What follows belongs to an exercise in optimizing a design on an open flow for small area and a short achievable clock period; a production flow would make more cautious choices. RTL that was checked went through simulation tests only; none was proved equivalent to the original. Function not checked in run 2: the RTL went through the layout flow alone.

==> flow/design.v (outline; a module is shown in full before it is edited, if it fits) <==
// module butterfly_top_module_8_point: 1029 lines
// module add16_sk: 70 lines
module butterfly_top_module_8_point(
    input clk,
    input rst,
    input new_input_flag,
    input [15:0] input_real0,
    input [15:0] input_real1,
    input [15:0] input_real2,
    input [15:0] input_real3,
    input [15:0] input_real4,
    input [15:0] input_real5,
    input [15:0] input_real6,
    input [15:0] input_real7,
    input [15:0] input_imag0,
    input [15:0] input_imag1,
    input [15:0] input_imag2,
    input [15:0] input_imag3,
    input [15:0] input_imag4,
    input [15:0] input_imag5,
    input [15:0] input_imag6,
    input [15:0] input_imag7,
    output [15:0] output_real0,
    output [15:0] output_real1,
    output [15:0] output_real2,
    output [15:0] output_real3,
    output [15:0] output_real4,
    output [15:0] output_real5,
    output [15:0] output_real6,
    output [15:0] output_real7,
    output [15:0] output_imag0,
    output [15:0] output_imag1,
    output [15:0] output_imag2,
    output [15:0] output_imag3,
    output [15:0] output_imag4,
    output [15:0] output_imag5,
    output [15:0] output_imag6,
    output [15:0] output_imag7,
    output fft_ready_flag
);
  // ...
==> flow/flow/run.sh <==
#!/bin/bash
set -euo pipefail
bash standard.sh "BUFFER_PORTS_ARGS=-buffer_cell sky130_fd_sc_hd__buf_1" SETUP_SLACK_MARGIN=5.8 finish > standard_sh.log 2>&1
==> flow/standard.sh <==
#!/bin/bash
# synth_recipe.tcl (not shown) runs the flow's synth.tcl, then flattens the netlist and writes it again
# the make line also repeats each setting of config.mk as NAME=value (left out here)
make -C /OpenROAD-flow-scripts/flow DESIGN_CONFIG=/design/flow/config.mk WORK_HOME=/design/flow/orfs CLKGATE_MAP_FILE= SYNTH_SCRIPT=/design/flow/synth_recipe.tcl "${@:-finish}"
==> flow/config.mk <==
export PLATFORM = sky130hd
export DESIGN_NAME = butterfly_top_module_8_point
export DESIGN_NICKNAME = butterfly_top_module_8_point
export VERILOG_FILES = /design/flow/design.v
export SDC_FILE = /design/flow/constraint.sdc
export NUM_CORES = 4
export LEC_CHECK = 0
export CAP_MARGIN = 20
export CORE_MARGIN = 2
export CORE_UTILIZATION = 60
export CTS_BUF_LIST = sky130_fd_sc_hd__clkbuf_4 sky130_fd_sc_hd__clkbuf_8
export SLEW_MARGIN = 20
export TNS_END_PERCENT = 0
==> flow/constraint.sdc <==
create_clock -name core_clock -period 10.0 [get_ports {clk}]
set_input_delay 2.0000 -clock core_clock [delete_from_list [all_inputs] [get_ports {clk}]]
set_output_delay 2.0000 -clock core_clock [all_outputs]
set_load 0.01 [all_outputs]
==> results.toml, run 1 <==
[sta]
fin_crit_sh = 0.477
tightest_slew_ns = 0.980
max_freq_mhz = 210
maxSlewViolCount = 0
finClkSkew_ns = 0.0573

[synthesis]
synth_area_leaders = "ha_1, dfxtp_1, fa_1"
ys_warn_count = 1
ys_seq_area_frac = 0.231

[critical_path]
arrival_ns = 5.50
reg2reg_depth = 13
r2r-start = "d7_p2[6]"

[clocking]
path_clk_slew_ns = 0.06
hold_buffers = 0

[routing]
drc = 0
vias = 47500
wl_met3_mm = 7.27
m1WireLength_mm = 73.9

[die]
die_width_um = 334
nWellTaps = 1414

[final_layout]
area.growth.synth_to_final_pct = 12.2
multi_input_area_um2 = 44100

[global_routing]
grt_antenna_before_repair = 11
grt_busiest_layer = "met2"
grt_pass1_vias = 48400
grt_use_total = 0.307

[run_status]
outcome = "complete, no violations"
==> inputs of run 2 (changes only) <==
--- a/flow/design.v
+++ b/flow/design.v
@@ -257,39 +257,39 @@
   add16_sk u_l2_57i_0(.a(l1_15i_1_p1), .b(~l1_37r_1_p1), .ci(~l1_37r_1_p1[15]), .y(l2_57i_0));
   wire [15:0] l2_57i_1;
   add16_sk u_l2_57i_1(.a(l1_15i_1_p1), .b(l1_37r_1_p1), .ci(l1_37r_1_p1[15]), .y(l2_57i_1));
   wire l3_04r_g_nz = |l2_13r_0_p2[14:0];
   wire l3_04r_g_pos = ~l2_13r_0_p2[15] & l3_04r_g_nz;
   wire l3_04r_g_mn = l2_13r_0_p2[15] & ~l3_04r_g_nz;
   wire [15:0] l3_04r_g = {l2_13r_0_p2[15] ^ (l3_04r_g_pos & ~|l2_13r_0_p2[14:0]), l2_13r_0_p2[14] ^ (l3_04r_g_pos & ~|l2_13r_0_p2[13:0]), l2_13r_0_p2[13] ^ (l3_04r_g_pos & ~|l2_13r_0_p2[12:0]), l2_13r_0_p2[12] ^ (l3_04r_g_pos & ~|l2_13r_0_p2[11:0]), l2_13r_0_p2[11] ^ (l3_04r_g_pos & ~|l2_13r_0_p2[10:0]), l2_13r_0_p2[10] ^ (l3_04r_g_pos & ~|l2_13r_0_p2[9:0]), l2_13r_0_p2[9] ^ (l3_04r_g_pos & ~|l2_13r_0_p2[8:0]), l2_13r_0_p2[8] ^ (l3_04r_g_pos & ~|l2_13r_0_p2[7:0]), l2_13r_0_p2[7] ^ (l3_04r_g_pos & ~|l2_13r_0_p2[6:0]), l2_13r_0_p2[6] ^ (l3_04r_g_pos & ~|l2_13r_0_p2[5:0]), l2_13r_0_p2[5] ^ (l3_04r_g_pos & ~|l2_13r_0_p2[4:0]), l2_13r_0_p2[4] ^ (l3_04r_g_pos & ~|l2_13r_0_p2[3:0]), l2_13r_0_p2[3] ^ (l3_04r_g_pos & ~|l2_13r_0_p2[2:0]), l2_13r_0_p2[2] ^ (l3_04r_g_pos & ~|l2_13r_0_p2[1:0]), l2_13r_0_p2[1] ^ (l3_04r_g_pos & ~|l2_13r_0_p2[0:0]), l2_13r_0_p2[0] ^ (l3_04r_g_pos | l3_04r_g_mn)};
   wire [15:0] l3_04r_0;
-  add16_sk u_l3_04r_0(.a(l2_02r_0_p2), .b(l3_04r_g), .ci(1'b0), .y(l3_04r_0));
+  add16_bk u_l3_04r_0(.a(l2_02r_0_p2), .b(l3_04r_g), .ci(1'b0), .y(l3_04r_0));
   wire [15:0] l3_04r_1;
-  add16_sk u_l3_04r_1(.a(l2_02r_0_p2), .b(~l3_04r_g), .ci(1'b1), .y(l3_04r_1));
+  add16_bk u_l3_04r_1(.a(l2_02r_0_p2), .b(~l3_04r_g), .ci(1'b1), .y(l3_04r_1));
   wire l3_04i_g_nz = |l2_13i_0_p2[14:0];
   wire l3_04i_g_pos = ~l2_13i_0_p2[15] & l3_04i_g_nz;
   wire l3_04i_g_mn = l2_13i_0_p2[15] & ~l3_04i_g_nz;
   wire [15:0] l3_04i_g = {l2_13i_0_p2[15] ^ (l3_04i_g_pos & ~|l2_13i_0_p2[14:0]), l2_13i_0_p2[14] ^ (l3_04i_g_pos & ~|l2_13i_0_p2[13:0]), l2_13i_0_p2[13] ^ (l3_04i_g_pos & ~|l2_13i_0_p2[12:0]), l2_13i_0_p2[12] ^ (l3_04i_g_pos & ~|l2_13i_0_p2[11:0]), l2_13i_0_p2[11] ^ (l3_04i_g_pos & ~|l2_13i_0_p2[10:0]), l2_13i_0_p2[10] ^ (l3_04i_g_pos & ~|l2_13i_0_p2[9:0]), l2_13i_0_p2[9] ^ (l3_04i_g_pos & ~|l2_13i_0_p2[8:0]), l2_13i_0_p2[8] ^ (l3_04i_g_pos & ~|l2_13i_0_p2[7:0]), l2_13i_0_p2[7] ^ (l3_04i_g_pos & ~|l2_13i_0_p2[6:0]), l2_13i_0_p2[6] ^ (l3_04i_g_pos & ~|l2_13i_0_p2[5:0]), l2_13i_0_p2[5] ^ (l3_04i_g_pos & ~|l2_13i_0_p2[4:0]), l2_13i_0_p2[4] ^ (l3_04i_g_pos & ~|l2_13i_0_p2[3:0]), l2_13i_0_p2[3] ^ (l3_04i_g_pos & ~|l2_13i_0_p2[2:0]), l2_13i_0_p2[2] ^ (l3_04i_g_pos & ~|l2_13i_0_p2[1:0]), l2_13i_0_p2[1] ^ (l3_04i_g_pos & ~|l2_13i_0_p2[0:0]), l2_13i_0_p2[0] ^ (l3_04i_g_pos | l3_04i_g_mn)};
   wire [15:0] l3_04i_0;
-  add16_sk u_l3_04i_0(.a(l2_02i_0_p2), .b(l3_04i_g), .ci(1'b0), .y(l3_04i_0));
+  add16_bk u_l3_04i_0(.a(l2_02i_0_p2), .b(l3_04i_g), .ci(1'b0), .y(l3_04i_0));
   wire [15:0] l3_04i_1;
-  add16_sk u_l3_04i_1(.a(l2_02i_0_p2), .b(~l3_04i_g), .ci(1'b1), .y(l3_04i_1));
+  add16_bk u_l3_04i_1(.a(l2_02i_0_p2), .b(~l3_04i_g), .ci(1'b1), .y(l3_04i_1));
   wire l3_26r_g_nz = |l2_13i_1_p2[14:0];
   wire l3_26r_g_pos = ~l2_13i_1_p2[15] & l3_26r_g_nz;
   wire l3_26r_g_mn = l2_13i_1_p2[15] & ~l3_26r_g_nz;
   wire [15:0] l3_26r_g = {l2_13i_1_p2[15] ^ (l3_26r_g_pos & ~|l2_13i_1_p2[14:0]), l2_13i_1_p2[14] ^ (l3_26r_g_pos & ~|l2_13i_1_p2[13:0]), l2_13i_1_p2[13] ^ (l3_26r_g_pos & ~|l2_13i_1_p2[12:0]), l2_13i_1_p2[12] ^ (l3_26r_g_pos & ~|l2_13i_1_p2[11:0]), l2_13i_1_p2[11] ^ (l3_26r_g_pos & ~|l2_13i_1_p2[10:0]), l2_13i_1_p2[10] ^ (l3_26r_g_pos & ~|l2_13i_1_p2[9:0]), l2_13i_1_p2[9] ^ (l3_26r_g_pos & ~|l2_13i_1_p2[8:0]), l2_13i_1_p2[8] ^ (l3_26r_g_pos & ~|l2_13i_1_p2[7:0]), l2_13i_1_p2[7] ^ (l3_26r_g_pos & ~|l2_13i_1_p2[6:0]), l2_13i_1_p2[6] ^ (l3_26r_g_pos & ~|l2_13i_1_p2[5:0]), l2_13i_1_p2[5] ^ (l3_26r_g_pos & ~|l2_13i_1_p2[4:0]), l2_13i_1_p2[4] ^ (l3_26r_g_pos & ~|l2_13i_1_p2[3:0]), l2_13i_1_p2[3] ^ (l3_26r_g_pos & ~|l2_13i_1_p2[2:0]), l2_13i_1_p2[2] ^ (l3_26r_g_pos & ~|l2_13i_1_p2[1:0]), l2_13i_1_p2[1] ^ (l3_26r_g_pos & ~|l2_13i_1_p2[0:0]), l2_13i_1_p2[0] ^ (l3_26r_g_pos | l3_26r_g_mn)};
   wire [15:0] l3_26r_0;
-  add16_sk u_l3_26r_0(.a(l2_02r_1_p2), .b(l3_26r_g), .ci(1'b0), .y(l3_26r_0));
+  add16_bk u_l3_26r_0(.a(l2_02r_1_p2), .b(l3_26r_g), .ci(1'b0), .y(l3_26r_0));
   wire [15:0] l3_26r_1;
-  add16_sk u_l3_26r_1(.a(l2_02r_1_p2), .b(~l3_26r_g), .ci(1'b1), .y(l3_26r_1));
+  add16_bk u_l3_26r_1(.a(l2_02r_1_p2), .b(~l3_26r_g), .ci(1'b1), .y(l3_26r_1));
   wire [15:0] l3_26i_0;
-  add16_sk u_l3_26i_0(.a(l2_02i_1_p2), .b(~l2_13r_1_p2), .ci(~l2_13r_1_p2[15]), .y(l3_26i_0));
+  add16_bk u_l3_26i_0(.a(l2_02i_1_p2), .b(~l2_13r_1_p2), .ci(~l2_13r_1_p2[15]), .y(l3_26i_0));
   wire [15:0] l3_26i_1;
-  add16_sk u_l3_26i_1(.a(l2_02i_1_p2), .b(l2_13r_1_p2), .ci(l2_13r_1_p2[15]), .y(l3_26i_1));
+  add16_bk u_l3_26i_1(.a(l2_02i_1_p2), .b(l2_13r_1_p2), .ci(l2_13r_1_p2[15]), .y(l3_26i_1));
   wire [16:0] s5 = {l2_57r_0[15],l2_57r_0} + {l2_57i_0[15],l2_57i_0};
   wire [16:0] d5 = {l2_57i_0[15],l2_57i_0} - {l2_57r_0[15],l2_57r_0};
   wire ms5_s1 = s5_p2[3] ^ s5_p2[5];
   wire ms5_c1 = s5_p2[3] & s5_p2[5];
   wire ms5_s2 = s5_p2[4] ^ s5_p2[6];
   wire ms5_c2 = s5_p2[4] & s5_p2[6];
   wire ms5_s3 = s5_p2[5] ^ s5_p2[7];
   wire ms5_c3 = s5_p2[5] & s5_p2[7];
@@ -1023,16 +1023,74 @@
   assign output_imag7 = y7i_p3;
   reg [2:0] valid;
   always @(posedge clk) begin
     if (rst) valid <= 0;
     else valid <= {valid[1:0], new_input_flag};
   end
   assign fft_ready_flag = valid[2];
 endmodule
+module add16_bk(input [15:0] a, input [15:0] b, input ci, output [15:0] y);
+  wire [15:0] p0 = a ^ b;
+  wire [15:0] g0 = a & b;
+  wire [15:0] gg0 = {g0[15:1], g0[0] | (p0[0] & ci)};
+  wire G1_1 = gg0[1] | (p0[1] & gg0[0]);
+  wire P1_1 = p0[1] & p0[0];
+  wire G1_3 = gg0[3] | (p0[3] & gg0[2]);
+  wire P1_3 = p0[3] & p0[2];
+  wire G1_5 = gg0[5] | (p0[5] & gg0[4]);
+  wire P1_5 = p0[5] & p0[4];
+  wire G1_7 = gg0[7] | (p0[7] & gg0[6]);
+  wire P1_7 = p0[7] & p0[6];
+  wire G1_9 = gg0[9] | (p0[9] & gg0[8]);
+  wire P1_9 = p0[9] & p0[8];
+  wire G1_11 = gg0[11] | (p0[11] & gg0[10]);
+  wire P1_11 = p0[11] & p0[10];
+  wire G1_13 = gg0[13] | (p0[13] & gg0[12]);
+  wire P1_13 = p0[13] & p0[12];
+  wire G1_15 = gg0[15] | (p0[15] & gg0[14]);
+  wire P1_15 = p0[15] & p0[14];
+  wire G2_3 = G1_3 | (P1_3 & G1_1);
+  wire P2_3 = P1_3 & P1_1;
+  wire G2_7 = G1_7 | (P1_7 & G1_5);
+  wire P2_7 = P1_7 & P1_5;
+  wire G2_11 = G1_11 | (P1_11 & G1_9);
+  wire P2_11 = P1_11 & P1_9;
+  wire G2_15 = G1_15 | (P1_15 & G1_13);
+  wire P2_15 = P1_15 & P1_13;
+  wire G3_7 = G2_7 | (P2_7 & G2_3);
+  wire P3_7 = P2_7 & P2_3;
+  wire G3_15 = G2_15 | (P2_15 & G2_11);
+  wire P3_15 = P2_15 & P2_11;
+  wire G4_15 = G3_15 | (P3_15 & G3_7);
+  wire P4_15 = P3_15 & P3_7;
+  wire G6_11 = G2_11 | (P2_11 & G3_7);
+  wire P6_11 = P2_11 & P3_7;
+  wire G7_5 = G1_5 | (P1_5 & G2_3);
+  wire P7_5 = P1_5 & P2_3;
+  wire G7_9 = G1_9 | (P1_9 & G3_7);
+  wire P7_9 = P1_9 & P3_7;
+  wire G7_13 = G1_13 | (P1_13 & G6_11);
+  wire P7_13 = P1_13 & P6_11;
+  wire G8_2 = gg0[2] | (p0[2] & G1_1);
+  wire P8_2 = p0[2] & P1_1;
+  wire G8_4 = gg0[4] | (p0[4] & G2_3);
+  wire P8_4 = p0[4] & P2_3;
+  wire G8_6 = gg0[6] | (p0[6] & G7_5);
+  wire P8_6 = p0[6] & P7_5;
+  wire G8_8 = gg0[8] | (p0[8] & G3_7);
+  wire P8_8 = p0[8] & P3_7;
+  wire G8_10 = gg0[10] | (p0[10] & G7_9);
+  wire P8_10 = p0[10] & P7_9;
+  wire G8_12 = gg0[12] | (p0[12] & G6_11);
+  wire P8_12 = p0[12] & P6_11;
+  wire G8_14 = gg0[14] | (p0[14] & G7_13);
+  wire P8_14 = p0[14] & P7_13;
+  assign y = p0 ^ {G8_14, G7_13, G8_12, G6_11, G8_10, G7_9, G8_8, G3_7, G8_6, G7_5, G8_4, G2_3, G8_2, G1_1, gg0[0], ci};
+endmodule
 module add16_sk(input [15:0] a, input [15:0] b, input ci, output [15:0] y);
   wire [15:0] p0 = a ^ b;
   wire [15:0] g0 = a & b;
   wire [15:0] gg0 = {g0[15:1], g0[0] | (p0[0] & ci)};
   wire G1_1 = gg0[1] | (p0[1] & gg0[0]);
   wire P1_1 = p0[1] & p0[0];
   wire G1_3 = gg0[3] | (p0[3] & gg0[2]);
   wire P1_3 = p0[3] & p0[2];
==> flow/config.mk (replaced) <==
export PLATFORM = sky130hd
export DESIGN_NAME = butterfly_top_module_8_point
export DESIGN_NICKNAME = butterfly_top_module_8_point
export VERILOG_FILES = /design/flow/design.v
export SDC_FILE = /design/flow/constraint.sdc
export NUM_CORES = 4
export LEC_CHECK = 0
export CAP_MARGIN = 20
export CORE_MARGIN = 2
export CORE_UTILIZATION = 60
export SLEW_MARGIN = 20
export TNS_END_PERCENT = 0
==> run 2 against run 1 <==
First-iteration DRC count shrank 0.45%; final cell count rose by 1.3%; clock-buffer cell count shrank 88; die area up 1.3%.
==> results.toml, run 2 <==
[run_status]
outcome = "complete, no violations"

[final_layout]
final_common_cell = "inv_1"
layoutNonFillerInstCount = 9257
multi_input_area_um2 = 44500
fill_cells = 8941
layout.nets = 9757
drive_gt1_frac = 0.0503
seq_area_um2 = 15200
top_regs = "d7_p2 x17, s5_p2 x17"
final_cell_mix = "inv_1, ha_1, dfxtp_1, fa_1, buf_1"
area.growth.synth_to_final_pct = 11.3

[clocking]
clk_latency_ns = 0.69
clock-sinks = 754
cts-buffers-inserted = 88
root_buffer = "clkbuf_16"
hold_buffers = 0
cts_tree = "done"
cts.path.max_buffers = 3
path_clk_slew_ns = 0.06
cts.htree.levels = 3

[routing]
drtIter0Drc = 2416
drc = 0
vias_per_cell = 5.18
vias = 47900
wire_per_inst_um = 18.9
firstDrtPassIters = 5
detail-route-antenna-nets = 0
wl_mm = 175

[synthesis]
synth_commonest_cells = "inv_1, ha_1, dfxtp_1"
dominantRegCellSynth = "dfxtp_1"
synth_area_leaders = "ha_1, dfxtp_1, fa_1"
avgSynthCellArea_um2 = 9.31
synthArstFlopShare = 0
synth_top_area_share = 0.228
yosys.area.top_type = "ha_1"
synth.most_common_cell = "inv_1"
netlist_area_um2 = 66200
synth-edff-count = 0
synth.distinct_cells = 85
synth_seq_cells = 754
synth_nets = 9163
ys_warn_count = 1
ys_seq_area_frac = 0.228
synthCells = 7112

[global_routing]
grt_pass1_vias = 48600
grt_pass1_wl_mm = 269
grt_use_total = 0.311
grt_antenna_before_repair = 8
grt_overflow = 0
grt_start_max_net_pins = 16

[die]
dieHeight_um = 336
io_pins = 516
initial_core_util = 0.606
row_count = 121
coreArea_um2 = 109000
die-area_um2 = 113000
die_width_um = 336

[sta]
finalCriticalPeriod_ns = 5.05
hold_viol_final = 0
fin_hold_ws_ns = 0.443
maxSlewViolCount = 0
rsz0062_at_grt = "yes"
max_freq_mhz = 198
setup_viol = 0
fin_crit_sh = 0.505
setup_tns_ns = 0
tightest_slew_ns = 1.02
slew_headroom = 0.314
finClkSkew_ns = 0.0239

[critical_path]
crit_end = "y5r_p3[15]"
cp-end-kind = "register"
r2r_slack_ns = 4.95
timing.critical_path.from = "s5_p2[3]"
r2r-start = "s5_p2[3]"
reg2reg_depth = 19
start_kind = "register"
rr_endpoint = "y5r_p3[15]"
arrival_ns = 5.68
cp_max_fo = 4
crit_type = "register to register"
cp.required_ns = 10.63

[placed_design]
hpwl_mm = 151
io_buffers = 515
place_inst = 9061
gp_congestion = 1.02

[hold_path]
min_path_type = "register to register"

[flow_run]
drv_cap = 0
-- run 2: how the worst min path moves through the flow --
stage	startpoint	slack [ns]	cells after the start	end
final	valid[1]	0.44	1	valid[2]
after global routing	valid[1]	0.46	1	valid[2]
after CTS	valid[1]	0.45	1	valid[2]
after detailed placement	valid[1]	0.44	1	valid[2]
after global placement	valid[1]	0.42	1	valid[2]
after floorplan	valid[0]	0.41	1	valid[1]
-- run 2: cell families after synthesis --
family,after synthesis,synth area share
buf+inv,1890,0.108
fa+ha+maj,1792,0.405
simple gates,1110,0.0860
compound gates,1005,0.0992
flops,754,0.228
xor+xnor,560,0.0741
mux,1,0.000151
-- run 2: final cells by class --
cell class,instances,area share
Antenna cell,4,0.000136
Clock inverter,54,0.00918
Multi-Input combinational cell,4468,0.604
Timing Repair Buffer,547,0.0295
Clock buffer,107,0.0327
Sequential cell,754,0.206
Inverter,1847,0.0941
Tap cell,1476,0.0251
-- run 2: stage by stage --
stage	util	setup WS, ns	area [um2]
floorplan	-	5.23	66400
global placement	0.641	4.22	70000
detailed placement	0.641	4.22	70000
CTS	0.672	4.93	73300
global route	0.675	4.74	73700
finish	0.675	4.95	73700
-- run 2: critical path, cell delays in order, from the launching register on --
cell and delay (ns):
dfxtp_4 0.38, inv_2 0.07, fa_1 0.50, inv_1 0.05, fa_1 0.46, fa_1 0.53, inv_1 0.06, fa_1 0.46
inv_1 0.07, ha_1 0.13, inv_1 0.06, fa_2 0.37, a211o_1 0.37, a2111oi_4 0.37, nor3_2 0.10, o41ai_2 0.35
buf_4 0.18, a21oi_2 0.09, nor4_2 0.24, a311o_1 0.15
-- run 2: what timing repair did --
item / in CTS / in global routing
resized for setup: 46 / 50
pin swaps: 18 / 30
setup buffers: 11 / 20
setup endpoints to repair: 305 / 366
cloned: 0 / 0
-- run 2: per-layer routing --
metal / global-route usage / share of wire / vias to the layer above
met5: 0 / 0.000097 / -
met3: 0.0372 / 0.040 / 298
li1: - / - / 23600
met4: 0.148 / 0.055 / 4
met2: 0.527 / 0.47 / 1032
met1: 0.394 / 0.43 / 23000

## port drivers added, routing unchanged
The results above use ideal ports. As a check the final layouts listed here were re-extracted and re-timed, cells and wires unchanged.
Step 1: set_driving_cell puts a clkbuf_16 on clk and a buf_2 on each other input, an assumption about the parent block.
Step 2 adds t to the input delays and takes it off the output delays; t is the mean of the earliest and latest rising clock arrival at the registers after step 1. Input paths then give back, and output paths get back, about the clock's delay inside the block.
Three values: ideal ports, drivers, drivers and shift; two values: the first two.
run	t, ns	setup WS [ns]	hold WS [ns]	worst setup path at the end
run 1	0.913	5.231 / 5.231 / 4.496	0.460 / 0.460 / 0.460	input to register
run 2	0.756	4.947 / 4.947 / 4.248	0.443 / 0.443 / 0.443	input to register
After both steps every run listed still meets setup and hold. For run 1, which loses most, drivers alone change the setup slack by 0.000 ns; drivers and shift together by -0.735 ns.
